This design comes from an exercise in tuning for small area and a short achievable clock period on the open sky130 flow, not from production work.
RTL that was checked went through simulation tests only; none was proved equivalent to the original.
Power and IR drop assume default switching activity.

==> ember <==
==> flow/design.v <==
module CentralProcessingUnit (
  input clock,
  input reset,
  input handInterruptSignalIn,
  input [15:0] IF_memory_read,
  output [15:0] IF_address,
  input [15:0] MEM_memory_read,
  output reg [1:0] MEM_memory_control,
  output reg [15:0] MEM_memory_address,
  output reg [15:0] MEM_target_value,
  output [175:0] register_value
);
localparam [15:0] NOP = 16'h0800;
reg [15:0] fetched;         
reg [15:0] inst;            
reg [15:0] pc;              
reg        inInt;          
reg [3:0]  istate;
reg [3:0]  iindex;
reg [3:0]  handCache;
reg [15:0] aluResult;       
reg        tFlag;
reg        tWriteEnable;
reg [15:0] dataAddress;     
reg [1:0]  dataControl;
reg [3:0]  target3;         
reg [3:0]  target4;         
reg [207:0] regs;           
wire [15:0] selected = inInt ? {8'hF8, istate, iindex} : fetched;
function [20:0] decode(input [15:0] i);
  reg [3:0] fa, sa, ta, p1, p2, p3;
  reg [2:0] jc;
  reg [3:0] decIndex;
  reg decInt, decIntJump;
  begin
  p1 = {1'b0, i[10:8]};
  p2 = {1'b0, i[7:5]};
  p3 = {1'b0, i[4:2]};
  fa = 0; sa = 0; ta = 4'hf; jc = 0; decIndex = 0; decInt = 0; decIntJump = 0;
  case (i[15:11])
    5'b01001: begin ta = p1; fa = p1; end                  
    5'b01000: begin ta = p2; fa = p1; end                  
    5'b00010: jc = 3'd1;                                   
    5'b00100: begin jc = 3'd2; fa = p1; end                
    5'b00101: begin jc = 3'd3; fa = p1; end                
    5'b01101: ta = p1;                                     
    5'b10011: begin ta = p2; fa = p1; end                  
    5'b11011: begin fa = p1; sa = p2; end                  
    5'b00000: begin ta = p1; sa = 4'd8; end                
    5'b01110: fa = p1;                                     
    5'b10010: begin ta = p1; sa = 4'd8; end                
    5'b11010: begin fa = p1; sa = 4'd8; end                
    5'b11111: case (i[7:4])                             
      4'd0: begin decInt = 1; decIndex = i[3:0]; end
      4'd1: ta = 4'd9;
      4'd2: begin ta = 4'd10; fa = 4'd8; end
      4'd3: ta = 4'd8;
      4'd4: begin fa = 4'd9; sa = 4'd8; end
      4'd5: sa = 4'd8;
      4'd6: begin fa = 4'd10; sa = 4'd8; end
      4'd7: begin decIntJump = 1; fa = 4'd11; end
      default: ;
    endcase
    5'b01100: case (i[10:8])
      3'b000: jc = 3'd4;                                   
      3'b011: begin ta = 4'd8; sa = 4'd8; end              
      3'b100: begin ta = 4'd8; sa = p2; end                
      default: ;
    endcase
    5'b11101: case (i[4:0])
      5'b01100: begin ta = p1; fa = p1; sa = p2; end       
      5'b01010: begin fa = p1; sa = p2; end                
      5'b01101: begin ta = p1; fa = p1; sa = p2; end       
      5'b01111: begin ta = p1; sa = p2; end                
      5'b00100: begin ta = p2; fa = p1; sa = p2; end       
      5'b00011: begin fa = p1; sa = p2; end                
      5'b00000: case (i[7:5])
        3'b000: begin jc = 3'd5; fa = p1; end              
        3'b010: ta = p1;                                   
        3'b110: begin jc = 3'd6; ta = 4'd12; fa = p1; end  
        3'b001: begin jc = 3'd7; fa = 4'd12; end           
        default: ;
      endcase
      default: ;
    endcase
    5'b11110: case (i[7:0])
      8'h00: begin ta = p1; fa = 4'd11; end                
      8'h01: begin ta = 4'd11; fa = p1; end                
      default: ;
    endcase
    5'b00110: case (i[1:0])
      2'b00, 2'b11: begin ta = p1; sa = p2; end            
      default: ;
    endcase
    5'b11100: case (i[1:0])
      2'b11, 2'b01: begin ta = p3; fa = p1; sa = p2; end   
      default: ;
    endcase
    default: ;
  endcase
  decode = {fa, sa, ta, jc, decIndex, decInt, decIntJump};
  end
endfunction
wire [3:0] fa, sa, ta;
wire [2:0] jc;
wire [3:0] decIndex;
wire decInt, decIntJump;
assign {fa, sa, ta, jc, decIndex, decInt, decIntJump} = decode(inst);
wire [20:0] decNext = decode(selected);
wire [3:0] faNext = decNext[20:17];
wire [15:0] wbValue = MEM_memory_control[1] ? MEM_memory_read : MEM_target_value;
function [15:0] readReg(input [3:0] a, input [207:0] r);
  integer j;
  begin
    readReg = 0;
    for (j = 0; j <= 12; j = j + 1)
      if (a == j) readReg = readReg | r[j*16 +: 16];
  end
endfunction
reg [15:0] read1;
reg byAlu1, byWb1;
wire [15:0] read1Next = (faNext == target4) ? wbValue : readReg(faNext, regs);
wire [15:0] rf2 = readReg(sa, regs);
wire [15:0] op2 = (sa == target3) ? aluResult : (sa == target4) ? wbValue : rf2;
wire [15:0] imm8s  = {{8{inst[7]}}, inst[7:0]};
wire [15:0] imm11s = {{5{inst[10]}}, inst[10:0]};
wire selM1 = ~byAlu1 & byWb1 & MEM_memory_control[1];        
wire [15:0] op1Early = byAlu1 ? aluResult : byWb1 ? MEM_target_value : read1;
wire [15:0] op1 = selM1 ? MEM_memory_read : op1Early;
wire zeroEarly = (op1Early == 16'h0000);
wire nonzeroM = |MEM_memory_read;
wire isBeqz = (jc == 3'd2);
wire isBnez = (jc == 3'd3);
wire takenEarly = (jc == 3'd1) | ((jc == 3'd4) & ~tFlag);
wire takenIfZero = takenEarly | isBeqz;
wire takenIfNonzero = takenEarly | isBnez;
wire takenE = zeroEarly ? takenIfZero : takenIfNonzero;
wire taken = selM1 ? (nonzeroM ? takenIfNonzero : takenIfZero) : takenE;
wire useOp1 = decIntJump | (~inInt & (jc == 3'd5));
wire [15:0] branchTarget = pc + (jc == 3'd1 ? imm11s : imm8s);
wire [15:0] seqPC = inInt ? pc : pc + 16'd1;
wire [15:0] pcEarly = useOp1 ? op1Early : ((taken & ~inInt) ? branchTarget : seqPC);
wire [15:0] nextPC = (useOp1 & selM1) ? MEM_memory_read : pcEarly;
assign IF_address = nextPC;
localparam A_OP1 = 1'b0, A_OP2 = 1'b1;
localparam T_HOLD = 3'd0, T_SUM = 3'd1, T_OP1 = 3'd2, T_OP2 = 3'd3, T_PC = 3'd4,
           T_CONST = 3'd5, T_LOGIC = 3'd6, T_SHIFT = 3'd7;
reg aSel;             
reg bOp2;             
reg inv;              
reg [15:0] imm;
reg [2:0] tSel;
reg [15:0] constVal;
reg [1:0] logicOp;    
reg shRight, shVar;
reg cmpNe, cmpLt;     
reg tweSet;           
reg memOp;            
reg [1:0] memCtl;
reg memHold;          
wire [3:0] shiftImm = inst[4:2] ? {1'b0, inst[4:2]} : 4'd8;
always @(*) begin
  aSel = A_OP1; bOp2 = 0; inv = 0; imm = 0; tSel = T_HOLD; constVal = 0;
  logicOp = 0; shRight = 0; shVar = 0; cmpNe = 0; cmpLt = 0; tweSet = 0;
  memOp = 0; memCtl = 2'b00; memHold = 0;
  case (inst[15:11])
    5'b01001: begin imm = {{8{inst[7]}}, inst[7:0]}; tSel = T_SUM; end             
    5'b01000: begin imm = {{12{inst[3]}}, inst[3:0]}; tSel = T_SUM; end            
    5'b01101: begin tSel = T_CONST; constVal = {8'h00, inst[7:0]}; end             
    5'b11011: begin imm = {{11{inst[4]}}, inst[4:0]}; tSel = T_OP2;                
                    memOp = 1; memCtl = 2'b01; end
    5'b00000: begin aSel = A_OP2; imm = {{8{inst[7]}}, inst[7:0]}; tSel = T_SUM; end  
    5'b01110: begin imm = {{8{inst[7]}}, inst[7:0]}; inv = 1; cmpNe = 1; end       
    5'b11010: begin aSel = A_OP2; imm = {{8{inst[7]}}, inst[7:0]}; tSel = T_OP1;   
                    memOp = 1; memCtl = 2'b01; end
    5'b10011: begin imm = {{11{inst[4]}}, inst[4:0]}; tweSet = 1;                   
                    memOp = 1; memCtl = 2'b10; end
    5'b10010: begin aSel = A_OP2; imm = {{8{inst[7]}}, inst[7:0]}; tweSet = 1;     
                    memOp = 1; memCtl = 2'b10; end
    5'b11111: begin                                                                
      aSel = A_OP2; memHold = 1;
      case (inst[7:4])
        4'd1: tSel = T_PC;
        4'd2: tSel = T_OP1;
        4'd3: begin tSel = T_CONST; constVal = 16'hBF20; end
        4'd4: begin tSel = T_OP1; memOp = 1; memCtl = 2'b01; memHold = 0; end
        4'd5: begin tSel = T_CONST; constVal = {12'h000, inst[3:0]}; imm = 16'd1;
                    memOp = 1; memCtl = 2'b01; memHold = 0; end
        4'd6: begin tSel = T_OP1; imm = 16'd2; memOp = 1; memCtl = 2'b01; memHold = 0; end
        default: ;
      endcase
    end
    5'b01100: case (inst[10:8])
      3'b011: begin aSel = A_OP2; imm = {{8{inst[7]}}, inst[7:0]}; tSel = T_SUM; end  
      3'b100: tSel = T_OP2;                                                        
      default: ;
    endcase
    5'b11101: case (inst[4:0])
      5'b01100: begin tSel = T_LOGIC; logicOp = 0; end                             
      5'b01010: begin bOp2 = 1; inv = 1; cmpNe = 1; end                            
      5'b01101: begin tSel = T_LOGIC; logicOp = 1; end                             
      5'b01111: begin tSel = T_LOGIC; logicOp = 2; end                             
      5'b00100: begin tSel = T_SHIFT; shVar = 1; end                               
      5'b00011: begin bOp2 = 1; inv = 1; cmpLt = 1; end                            
      5'b00000: case (inst[7:5])
        3'b010, 3'b110: tSel = T_PC;                                               
        default: ;
      endcase
      default: ;
    endcase
    5'b11110: case (inst[7:0])
      8'h00, 8'h01: tSel = T_OP1;                                                  
      default: ;
    endcase
    5'b00110: case (inst[1:0])
      2'b00: tSel = T_SHIFT;                                                       
      2'b11: begin tSel = T_SHIFT; shRight = 1; end                                
      default: ;
    endcase
    5'b11100: case (inst[1:0])
      2'b11: begin bOp2 = 1; inv = 1; tSel = T_SUM; end                            
      2'b01: begin bOp2 = 1; tSel = T_SUM; end                                     
      default: ;
    endcase
    default: tweSet = 1;                                                           
  endcase
end
wire [15:0] addA = (aSel == A_OP2) ? op2 : op1;
wire [15:0] addB = (bOp2 ? op2 : imm) ^ {16{inv}};
wire [16:0] sum = {1'b0, addA} + {1'b0, addB} + {16'h0000, inv};
function [15:0] rev16(input [15:0] x);
  integer b;
  for (b = 0; b < 16; b = b + 1) rev16[b] = x[15 - b];
endfunction
wire [15:0] shIn = shRight ? rev16(op2) : op2;
wire [3:0] shAmt = shVar ? op1[3:0] : shiftImm;
wire shZero = shVar & (|op1[15:4]);
wire [15:0] shl = shZero ? 16'h0000 : (shIn << shAmt);
wire [15:0] shOut = shRight ? rev16(shl) : shl;
wire [15:0] logicOut = (logicOp == 2'd0) ? (op1 & op2) : (logicOp == 2'd1) ? (op1 | op2) : ~op2;
reg [15:0] aluNext;
always @(*) begin
  case (tSel)
    T_SUM: aluNext = sum[15:0];
    T_OP1: aluNext = op1;
    T_OP2: aluNext = op2;
    T_PC: aluNext = pc;
    T_CONST: aluNext = constVal;
    T_LOGIC: aluNext = logicOut;
    T_SHIFT: aluNext = shOut;
    default: aluNext = aluResult;
  endcase
  if (tweSet) aluNext = 0;
end
wire cmpResult = cmpLt ? ~sum[16] : (|sum[15:0]);
wire cmp = cmpNe | cmpLt;
wire tNext = (cmp & tWriteEnable) ? cmpResult : tFlag;
wire tweNext = tweSet ? 1'b1 : (cmp ? 1'b0 : tWriteEnable);
wire [15:0] addrNext = memOp ? sum[15:0] : dataAddress;
wire [1:0] ctlNext = memHold ? dataControl : memCtl;
wire handEdge = handCache[0] & handCache[1] & ~handCache[2] & ~handCache[3];
wire intRequest = handEdge | decInt;
always @(posedge clock or negedge reset) begin
  if (!reset) begin
    fetched <= NOP;
    inst <= NOP;
    pc <= 16'hFFFF;
    inInt <= 0;
    istate <= 4'd1;
    iindex <= 0;
    handCache <= 4'b1111;
    aluResult <= 0;
    tFlag <= 0;
    tWriteEnable <= 1;
    dataControl <= 0;
    target3 <= 0;
    target4 <= 0;
    byAlu1 <= 1;
    byWb1 <= 1;
    MEM_memory_control <= 0;
    MEM_target_value <= 0;
  end else begin
    fetched <= IF_memory_read;
    inst <= selected;
    pc <= nextPC;
    if (intRequest && !inInt && istate == 4'd1) begin
      iindex <= decIndex;
      inInt <= 1;
    end else if (istate < 4'd10 && inInt) begin
      istate <= istate + 4'd1;
    end else if (istate == 4'd10) begin
      istate <= 4'd1;
      inInt <= 0;
      iindex <= 0;
    end
    handCache <= {handInterruptSignalIn, handCache[3:1]};
    aluResult <= aluNext;
    tFlag <= tNext;
    tWriteEnable <= tweNext;
    dataControl <= ctlNext;
    target3 <= ta;
    target4 <= target3;
    byAlu1 <= (faNext == ta);
    byWb1 <= (faNext == target3);
    MEM_memory_control <= dataControl;
    MEM_target_value <= aluResult;
  end
end
always @(posedge clock) begin
  read1 <= read1Next;
  dataAddress <= addrNext;
  MEM_memory_address <= dataAddress;
end
wire [15:0] wbGated = reset ? wbValue : 16'h0000;
reg [207:0] regsNext;
integer k;
always @(*) begin
  regsNext = regs;
  for (k = 0; k <= 12; k = k + 1)
    if (target4 == k || !reset) regsNext[k*16 +: 16] = wbGated;
end
always @(posedge clock) regs <= regsNext;
assign register_value = {
  regsNext[0*16 +: 16], regsNext[1*16 +: 16], regsNext[2*16 +: 16], regsNext[3*16 +: 16],
  regsNext[4*16 +: 16], regsNext[5*16 +: 16], regsNext[6*16 +: 16], regsNext[7*16 +: 16],
  regsNext[8*16 +: 16], regsNext[9*16 +: 16], regsNext[10*16 +: 16]
};
endmodule
==> flow/flow/run.sh <==
#!/bin/bash
# Standard layout, run whole; its output goes to standard.log here.
set -e
bash standard.sh > standard.log 2>&1
==> flow/standard.sh <==
#!/bin/bash
# synth_recipe.tcl (not shown) runs the flow's synth.tcl, then flattens the netlist and writes it again
# the make line also repeats each setting of config.mk as NAME=value (left out here)
make -C /OpenROAD-flow-scripts/flow DESIGN_CONFIG=/design/flow/config.mk WORK_HOME=/design/flow/orfs CLKGATE_MAP_FILE= SYNTH_SCRIPT=/design/flow/synth_recipe.tcl "${@:-finish}"
==> flow/config.mk <==
export PLATFORM = sky130hd
export DESIGN_NAME = CentralProcessingUnit
export DESIGN_NICKNAME = CentralProcessingUnit
export VERILOG_FILES = /design/flow/design.v
export SDC_FILE = /design/flow/constraint.sdc
export NUM_CORES = 4
export LEC_CHECK = 0
export ABC_CLOCK_PERIOD_IN_PS = 6000
export CAP_MARGIN = 20
export CORE_MARGIN = 2
export CORE_UTILIZATION = 40
export PLACE_DENSITY = 0.6
export SETUP_SLACK_MARGIN = 4
export SLEW_MARGIN = 20
==> flow/constraint.sdc <==
create_clock -name core_clock -period 11.0 [get_ports {clock}]
set_input_delay 2.2000 -clock core_clock [delete_from_list [all_inputs] [get_ports {clock}]]
set_output_delay 2.2000 -clock core_clock [all_outputs]
set_load 0.01 [all_outputs]
==> tundra: changes against ember <==
--- a/flow/design.v
+++ b/flow/design.v
@@ -118,15 +118,30 @@
   end
 endfunction
-reg [15:0] read1;
 reg byAlu1, byWb1;
-wire [15:0] read1Next = (faNext == target4) ? wbValue : readReg(faNext, regs);
+reg [3:0] fa1;                
+wire [12:0] rsel1;
+genvar g1;
+generate for (g1 = 0; g1 <= 12; g1 = g1 + 1) begin : rsel1Decode
+  assign rsel1[g1] = ~byAlu1 & ~byWb1 & (fa1 == g1);
+end endgenerate
+reg [15:0] rf1;
+reg zeroRf1;                  
+integer q;
+always @(*) begin
+  rf1 = 0; zeroRf1 = 0;
+  for (q = 0; q <= 12; q = q + 1) begin
+    rf1 = rf1 | (regs[q*16 +: 16] & {16{rsel1[q]}});
+    zeroRf1 = zeroRf1 | (rsel1[q] & ~|regs[q*16 +: 16]);
+  end
+end
 wire [15:0] rf2 = readReg(sa, regs);
 wire [15:0] op2 = (sa == target3) ? aluResult : (sa == target4) ? wbValue : rf2;
 wire [15:0] imm8s  = {{8{inst[7]}}, inst[7:0]};
 wire [15:0] imm11s = {{5{inst[10]}}, inst[10:0]};
-wire selM1 = ~byAlu1 & byWb1 & MEM_memory_control[1];        
-wire [15:0] op1Early = byAlu1 ? aluResult : byWb1 ? MEM_target_value : read1;
+wire selM1 = byWb1 & MEM_memory_control[1];        
+wire selV1 = byWb1 & ~MEM_memory_control[1];
+wire [15:0] op1Early = ({16{byAlu1}} & aluResult) | ({16{selV1}} & MEM_target_value) | rf1;
 wire [15:0] op1 = selM1 ? MEM_memory_read : op1Early;
-wire zeroEarly = (op1Early == 16'h0000);
+wire zeroEarly = (byAlu1 & ~|aluResult) | (selV1 & ~|MEM_target_value) | zeroRf1;
 wire nonzeroM = |MEM_memory_read;
 wire isBeqz = (jc == 3'd2);
@@ -135,11 +150,15 @@
 wire takenIfZero = takenEarly | isBeqz;
 wire takenIfNonzero = takenEarly | isBnez;
-wire takenE = zeroEarly ? takenIfZero : takenIfNonzero;
-wire taken = selM1 ? (nonzeroM ? takenIfNonzero : takenIfZero) : takenE;
 wire useOp1 = decIntJump | (~inInt & (jc == 3'd5));
 wire [15:0] branchTarget = pc + (jc == 3'd1 ? imm11s : imm8s);
 wire [15:0] seqPC = inInt ? pc : pc + 16'd1;
-wire [15:0] pcEarly = useOp1 ? op1Early : ((taken & ~inInt) ? branchTarget : seqPC);
-wire [15:0] nextPC = (useOp1 & selM1) ? MEM_memory_read : pcEarly;
+wire [15:0] pcTaken = useOp1 ? op1Early : (inInt ? seqPC : branchTarget);
+wire [15:0] pcNotTaken = useOp1 ? op1Early : seqPC;
+wire takenE = zeroEarly ? takenIfZero : takenIfNonzero;
+wire takenWhenNonzero = selM1 ? takenIfNonzero : takenE;
+wire takenWhenZero = selM1 ? takenIfZero : takenE;
+wire [15:0] pcWhenNonzero = takenWhenNonzero ? pcTaken : pcNotTaken;
+wire [15:0] pcWhenZero = takenWhenZero ? pcTaken : pcNotTaken;
+wire [15:0] nextPC = (useOp1 & selM1) ? MEM_memory_read : (nonzeroM ? pcWhenNonzero : pcWhenZero);
 assign IF_address = nextPC;
 localparam A_OP1 = 1'b0, A_OP2 = 1'b1;
@@ -229,13 +248,15 @@
 wire [15:0] addB = (bOp2 ? op2 : imm) ^ {16{inv}};
 wire [16:0] sum = {1'b0, addA} + {1'b0, addB} + {16'h0000, inv};
-function [15:0] rev16(input [15:0] x);
-  integer b;
-  for (b = 0; b < 16; b = b + 1) rev16[b] = x[15 - b];
-endfunction
-wire [15:0] shIn = shRight ? rev16(op2) : op2;
-wire [3:0] shAmt = shVar ? op1[3:0] : shiftImm;
+wire [3:0] shK = shVar ? op1[3:0] : shiftImm;
+wire [3:0] shRot = shRight ? (4'd0 - shK) : shK;
+wire [31:0] shDouble = {op2, op2} << shRot;
+wire [15:0] shRotated = shDouble[31:16];
 wire shZero = shVar & (|op1[15:4]);
-wire [15:0] shl = shZero ? 16'h0000 : (shIn << shAmt);
-wire [15:0] shOut = shRight ? rev16(shl) : shl;
+reg [15:0] shMask;
+integer m;
+always @(*)
+  for (m = 0; m < 16; m = m + 1)
+    shMask[m] = ~shZero & (shRight ? (m + shK < 16) : (m >= shK));
+wire [15:0] shOut = shRotated & shMask;
 wire [15:0] logicOut = (logicOp == 2'd0) ? (op1 & op2) : (logicOp == 2'd1) ? (op1 | op2) : ~op2;
 reg [15:0] aluNext;
@@ -270,14 +291,13 @@
     iindex <= 0;
     handCache <= 4'b1111;
-    aluResult <= 0;
     tFlag <= 0;
     tWriteEnable <= 1;
     dataControl <= 0;
-    target3 <= 0;
-    target4 <= 0;
-    byAlu1 <= 1;
-    byWb1 <= 1;
+    target3 <= 4'hf;    
+    target4 <= 4'hf;
+    byAlu1 <= 0;
+    byWb1 <= 0;
+    fa1 <= 4'hf;
     MEM_memory_control <= 0;
-    MEM_target_value <= 0;
   end else begin
     fetched <= IF_memory_read;
@@ -295,5 +315,4 @@
     end
     handCache <= {handInterruptSignalIn, handCache[3:1]};
-    aluResult <= aluNext;
     tFlag <= tNext;
     tWriteEnable <= tweNext;
@@ -302,15 +321,18 @@
     target4 <= target3;
     byAlu1 <= (faNext == ta);
-    byWb1 <= (faNext == target3);
+    byWb1 <= (faNext != ta) & (faNext == target3);
+    fa1 <= faNext;
     MEM_memory_control <= dataControl;
-    MEM_target_value <= aluResult;
   end
 end
 always @(posedge clock) begin
-  read1 <= read1Next;
+  aluResult <= aluNext;
+  MEM_target_value <= aluResult;
   dataAddress <= addrNext;
   MEM_memory_address <= dataAddress;
 end
-wire [15:0] wbGated = reset ? wbValue : 16'h0000;
+reg resetSeen;
+always @(posedge clock) resetSeen <= ~reset;
+wire [15:0] wbGated = resetSeen ? 16'h0000 : wbValue;
 reg [207:0] regsNext;
 integer k;
@@ -318,5 +340,5 @@
   regsNext = regs;
   for (k = 0; k <= 12; k = k + 1)
-    if (target4 == k || !reset) regsNext[k*16 +: 16] = wbGated;
+    if (target4 == k || resetSeen) regsNext[k*16 +: 16] = wbGated;
 end
 always @(posedge clock) regs <= regsNext;
==> flow/flow/run.sh (replaced) <==
#!/bin/bash
set -e
export BUFFER_PORTS_ARGS="-buffer_cell sky130_fd_sc_hd__buf_1"
export CTS_ARGS="-sink_clustering_enable -repair_clock_nets -sink_clustering_size 16 -sink_clustering_max_diameter 50 -buf_list sky130_fd_sc_hd__clkbuf_8 -dont_use_dummy_load"
bash standard.sh > standard.log 2>&1
ABC_AREA = 1   (was not set)
ABC_CLOCK_PERIOD_IN_PS = not set   (was 6000)
CORE_UTILIZATION = 55   (was 40)
SETUP_SLACK_MARGIN = 5   (was 4)
TNS_END_PERCENT = 0   (was not set)
==> harbor: changes against ember <==
--- a/flow/design.v
+++ b/flow/design.v
@@ -118,15 +118,25 @@
   end
 endfunction
-reg [15:0] read1;
 reg byAlu1, byWb1;
-wire [15:0] read1Next = (faNext == target4) ? wbValue : readReg(faNext, regs);
+reg [12:0] rsel1;
+reg [15:0] rf1;
+reg zeroRf1;                  
+integer q;
+always @(*) begin
+  rf1 = 0; zeroRf1 = 0;
+  for (q = 0; q <= 12; q = q + 1) begin
+    rf1 = rf1 | (regs[q*16 +: 16] & {16{rsel1[q]}});
+    zeroRf1 = zeroRf1 | (rsel1[q] & ~|regs[q*16 +: 16]);
+  end
+end
 wire [15:0] rf2 = readReg(sa, regs);
 wire [15:0] op2 = (sa == target3) ? aluResult : (sa == target4) ? wbValue : rf2;
 wire [15:0] imm8s  = {{8{inst[7]}}, inst[7:0]};
 wire [15:0] imm11s = {{5{inst[10]}}, inst[10:0]};
-wire selM1 = ~byAlu1 & byWb1 & MEM_memory_control[1];        
-wire [15:0] op1Early = byAlu1 ? aluResult : byWb1 ? MEM_target_value : read1;
+wire selM1 = byWb1 & MEM_memory_control[1];        
+wire selV1 = byWb1 & ~MEM_memory_control[1];
+wire [15:0] op1Early = ({16{byAlu1}} & aluResult) | ({16{selV1}} & MEM_target_value) | rf1;
 wire [15:0] op1 = selM1 ? MEM_memory_read : op1Early;
-wire zeroEarly = (op1Early == 16'h0000);
+wire zeroEarly = (byAlu1 & ~|aluResult) | (selV1 & ~|MEM_target_value) | zeroRf1;
 wire nonzeroM = |MEM_memory_read;
 wire isBeqz = (jc == 3'd2);
@@ -135,11 +145,15 @@
 wire takenIfZero = takenEarly | isBeqz;
 wire takenIfNonzero = takenEarly | isBnez;
-wire takenE = zeroEarly ? takenIfZero : takenIfNonzero;
-wire taken = selM1 ? (nonzeroM ? takenIfNonzero : takenIfZero) : takenE;
 wire useOp1 = decIntJump | (~inInt & (jc == 3'd5));
 wire [15:0] branchTarget = pc + (jc == 3'd1 ? imm11s : imm8s);
 wire [15:0] seqPC = inInt ? pc : pc + 16'd1;
-wire [15:0] pcEarly = useOp1 ? op1Early : ((taken & ~inInt) ? branchTarget : seqPC);
-wire [15:0] nextPC = (useOp1 & selM1) ? MEM_memory_read : pcEarly;
+wire [15:0] pcTaken = useOp1 ? op1Early : (inInt ? seqPC : branchTarget);
+wire [15:0] pcNotTaken = useOp1 ? op1Early : seqPC;
+wire takenE = zeroEarly ? takenIfZero : takenIfNonzero;
+wire takenWhenNonzero = selM1 ? takenIfNonzero : takenE;
+wire takenWhenZero = selM1 ? takenIfZero : takenE;
+wire [15:0] pcWhenNonzero = takenWhenNonzero ? pcTaken : pcNotTaken;
+wire [15:0] pcWhenZero = takenWhenZero ? pcTaken : pcNotTaken;
+wire [15:0] nextPC = (useOp1 & selM1) ? MEM_memory_read : (nonzeroM ? pcWhenNonzero : pcWhenZero);
 assign IF_address = nextPC;
 localparam A_OP1 = 1'b0, A_OP2 = 1'b1;
@@ -229,13 +243,15 @@
 wire [15:0] addB = (bOp2 ? op2 : imm) ^ {16{inv}};
 wire [16:0] sum = {1'b0, addA} + {1'b0, addB} + {16'h0000, inv};
-function [15:0] rev16(input [15:0] x);
-  integer b;
-  for (b = 0; b < 16; b = b + 1) rev16[b] = x[15 - b];
-endfunction
-wire [15:0] shIn = shRight ? rev16(op2) : op2;
-wire [3:0] shAmt = shVar ? op1[3:0] : shiftImm;
+wire [3:0] shK = shVar ? op1[3:0] : shiftImm;
+wire [3:0] shRot = shRight ? (4'd0 - shK) : shK;
+wire [31:0] shDouble = {op2, op2} << shRot;
+wire [15:0] shRotated = shDouble[31:16];
 wire shZero = shVar & (|op1[15:4]);
-wire [15:0] shl = shZero ? 16'h0000 : (shIn << shAmt);
-wire [15:0] shOut = shRight ? rev16(shl) : shl;
+reg [15:0] shMask;
+integer m;
+always @(*)
+  for (m = 0; m < 16; m = m + 1)
+    shMask[m] = ~shZero & (shRight ? (m + shK < 16) : (m >= shK));
+wire [15:0] shOut = shRotated & shMask;
 wire [15:0] logicOut = (logicOp == 2'd0) ? (op1 & op2) : (logicOp == 2'd1) ? (op1 | op2) : ~op2;
 reg [15:0] aluNext;
@@ -270,14 +286,13 @@
     iindex <= 0;
     handCache <= 4'b1111;
-    aluResult <= 0;
     tFlag <= 0;
     tWriteEnable <= 1;
     dataControl <= 0;
-    target3 <= 0;
-    target4 <= 0;
-    byAlu1 <= 1;
-    byWb1 <= 1;
+    target3 <= 4'hf;    
+    target4 <= 4'hf;
+    byAlu1 <= 0;
+    byWb1 <= 0;
+    rsel1 <= 0;
     MEM_memory_control <= 0;
-    MEM_target_value <= 0;
   end else begin
     fetched <= IF_memory_read;
@@ -295,5 +310,4 @@
     end
     handCache <= {handInterruptSignalIn, handCache[3:1]};
-    aluResult <= aluNext;
     tFlag <= tNext;
     tWriteEnable <= tweNext;
@@ -302,11 +316,13 @@
     target4 <= target3;
     byAlu1 <= (faNext == ta);
-    byWb1 <= (faNext == target3);
+    byWb1 <= (faNext != ta) & (faNext == target3);
+    for (q = 0; q <= 12; q = q + 1)
+      rsel1[q] <= (faNext != ta) & (faNext != target3) & (faNext == q);
     MEM_memory_control <= dataControl;
-    MEM_target_value <= aluResult;
   end
 end
 always @(posedge clock) begin
-  read1 <= read1Next;
+  aluResult <= aluNext;
+  MEM_target_value <= aluResult;
   dataAddress <= addrNext;
   MEM_memory_address <= dataAddress;
==> flow/flow/run.sh (replaced) <==
#!/bin/bash
# The standard layout, with the port buffers made from the smallest buffer cell
# instead of ORFS's default pick (a delay cell). Every port still gets a buffer.
set -e
export BUFFER_PORTS_ARGS="-buffer_cell sky130_fd_sc_hd__buf_1"
bash standard.sh > standard.log 2>&1
ABC_AREA = 1   (was not set)
ABC_CLOCK_PERIOD_IN_PS = not set   (was 6000)
CORE_UTILIZATION = 50   (was 40)
CTS_BUF_LIST = sky130_fd_sc_hd__clkbuf_8   (was not set)
CTS_CLUSTER_DIAMETER = 50   (was not set)
CTS_CLUSTER_SIZE = 16   (was not set)
SETUP_SLACK_MARGIN = 5   (was 4)
TNS_END_PERCENT = 0   (was not set)
==> notes <==
Sequential share of layout area, highest first: harbor, tundra, ember.
Against harbor, the clock power of ember is larger by about 50%.
Between ember and tundra, the lower first-iteration DRC count is in ember (gap about 40%, measured against tundra).
The lowest combinational power belongs to ember, the highest to harbor.
Design area, lowest first: tundra, harbor, ember.
Between harbor and ember, the lower sequential power is in ember (gap about 6%, measured against ember).
Routed wire length: harbor > ember > tundra.
Critical path depth: ember is higher than tundra (3).
Die area, lowest first: tundra, harbor, ember.
==> figures <==
Status: tundra timing/DRC/antenna clean; harbor timing/DRC/antenna clean; ember timing/DRC/antenna clean
Initial antenna violation count: tundra 6; harbor 2; ember 3
Global-route total usage across every layer: tundra 47.8%; harbor 45.3%; ember 34.3%
Met1 demand-to-capacity share in global routing: tundra 62.9%; harbor 63.4%; ember 46.8%
Number of search-and-repair iterations in the first detailed-routing pass: tundra 7; harbor 11; ember 6
Fraction of the yosys area taken by sequential cells: tundra 37.4%; harbor 37.9%; ember 36.6%
Highest clock rate: tundra 157 MHz; harbor 156 MHz; ember 146 MHz
Launching element of the worst setup path: tundra MEM_memory_read[7]; harbor rsel1[7]$_DFF_PN0_; ember MEM_memory_read[13]
Maximum clock skew at final layout: tundra 0.0810 ns; harbor 0.0683 ns; ember 0.0282 ns
Via count of the first global-routing pass: tundra 23,014; harbor 22,834; ember 21,882
Max rail drop VDD: tundra 0.000153 V; harbor 0.000133 V; ember 0.000138 V
Clock tree root buffer cell: tundra sky130_fd_sc_hd__clkbuf_8; harbor sky130_fd_sc_hd__clkbuf_8; ember sky130_fd_sc_hd__clkbuf_16
Number of standard-cell rows in the floorplan: tundra 72; harbor 76; ember 87
Sink Count: tundra 354; harbor 362; ember 365
Initial Utilization: tundra 55.6%; harbor 50.4%; ember 40.5%
Starting DRC count in detailed routing: tundra 4,638; harbor 4,338; ember 2,802
Share of synthesized area spent on multiplexers: tundra 0.140%; harbor 0.185%; ember 8.21%
Area after DPL: tundra 0.0229 mm2; harbor 0.0231 mm2; ember 0.0263 mm2
Vias per cell: tundra 6.53; harbor 6.45; ember 6.43
Function not checked in ember: the RTL went through the layout flow alone.

port drivers added, routing unchanged:
No port has a modelled driver above. Below, the same layouts with a new extraction and two added sets of constraints. Step 1 (the two cells are an assumption about what drives the block):
set clk [get_ports {clock}]
set_driving_cell -lib_cell sky130_fd_sc_hd__clkbuf_16 $clk
set_driving_cell -lib_cell sky130_fd_sc_hd__buf_2 [delete_from_list [all_inputs] $clk]
Step 2 adds t to the input delays and takes it off the output delays; t is the mean of the earliest and latest rising clock arrival at the registers after step 1. Input paths then give back, and output paths get back, about the clock's delay inside the block. a / b / c = no drivers / after step 1 / after step 2; a / b = the first two.
| run | shift t [ns] | setup slack, ns | clock arrival spread, ns | slew at the worst register clock pin (ns) |
|---|---|---|---|---|
| ember | 0.655 | 4.138 / 4.097 / 3.863 | 0.029 / 0.029 | 0.07 / 0.07 |
| tundra | 0.665 | 4.643 / 4.609 / 4.487 | 0.096 / 0.097 | 0.10 / 0.10 |
| harbor | 0.695 | 4.588 / 4.532 / 4.383 | 0.069 / 0.069 | 0.10 / 0.10 |
After both steps setup and hold are still met in every run listed. The setup slack of ember, which loses most, moves by -0.041 ns with the drivers and by -0.275 ns with both steps.
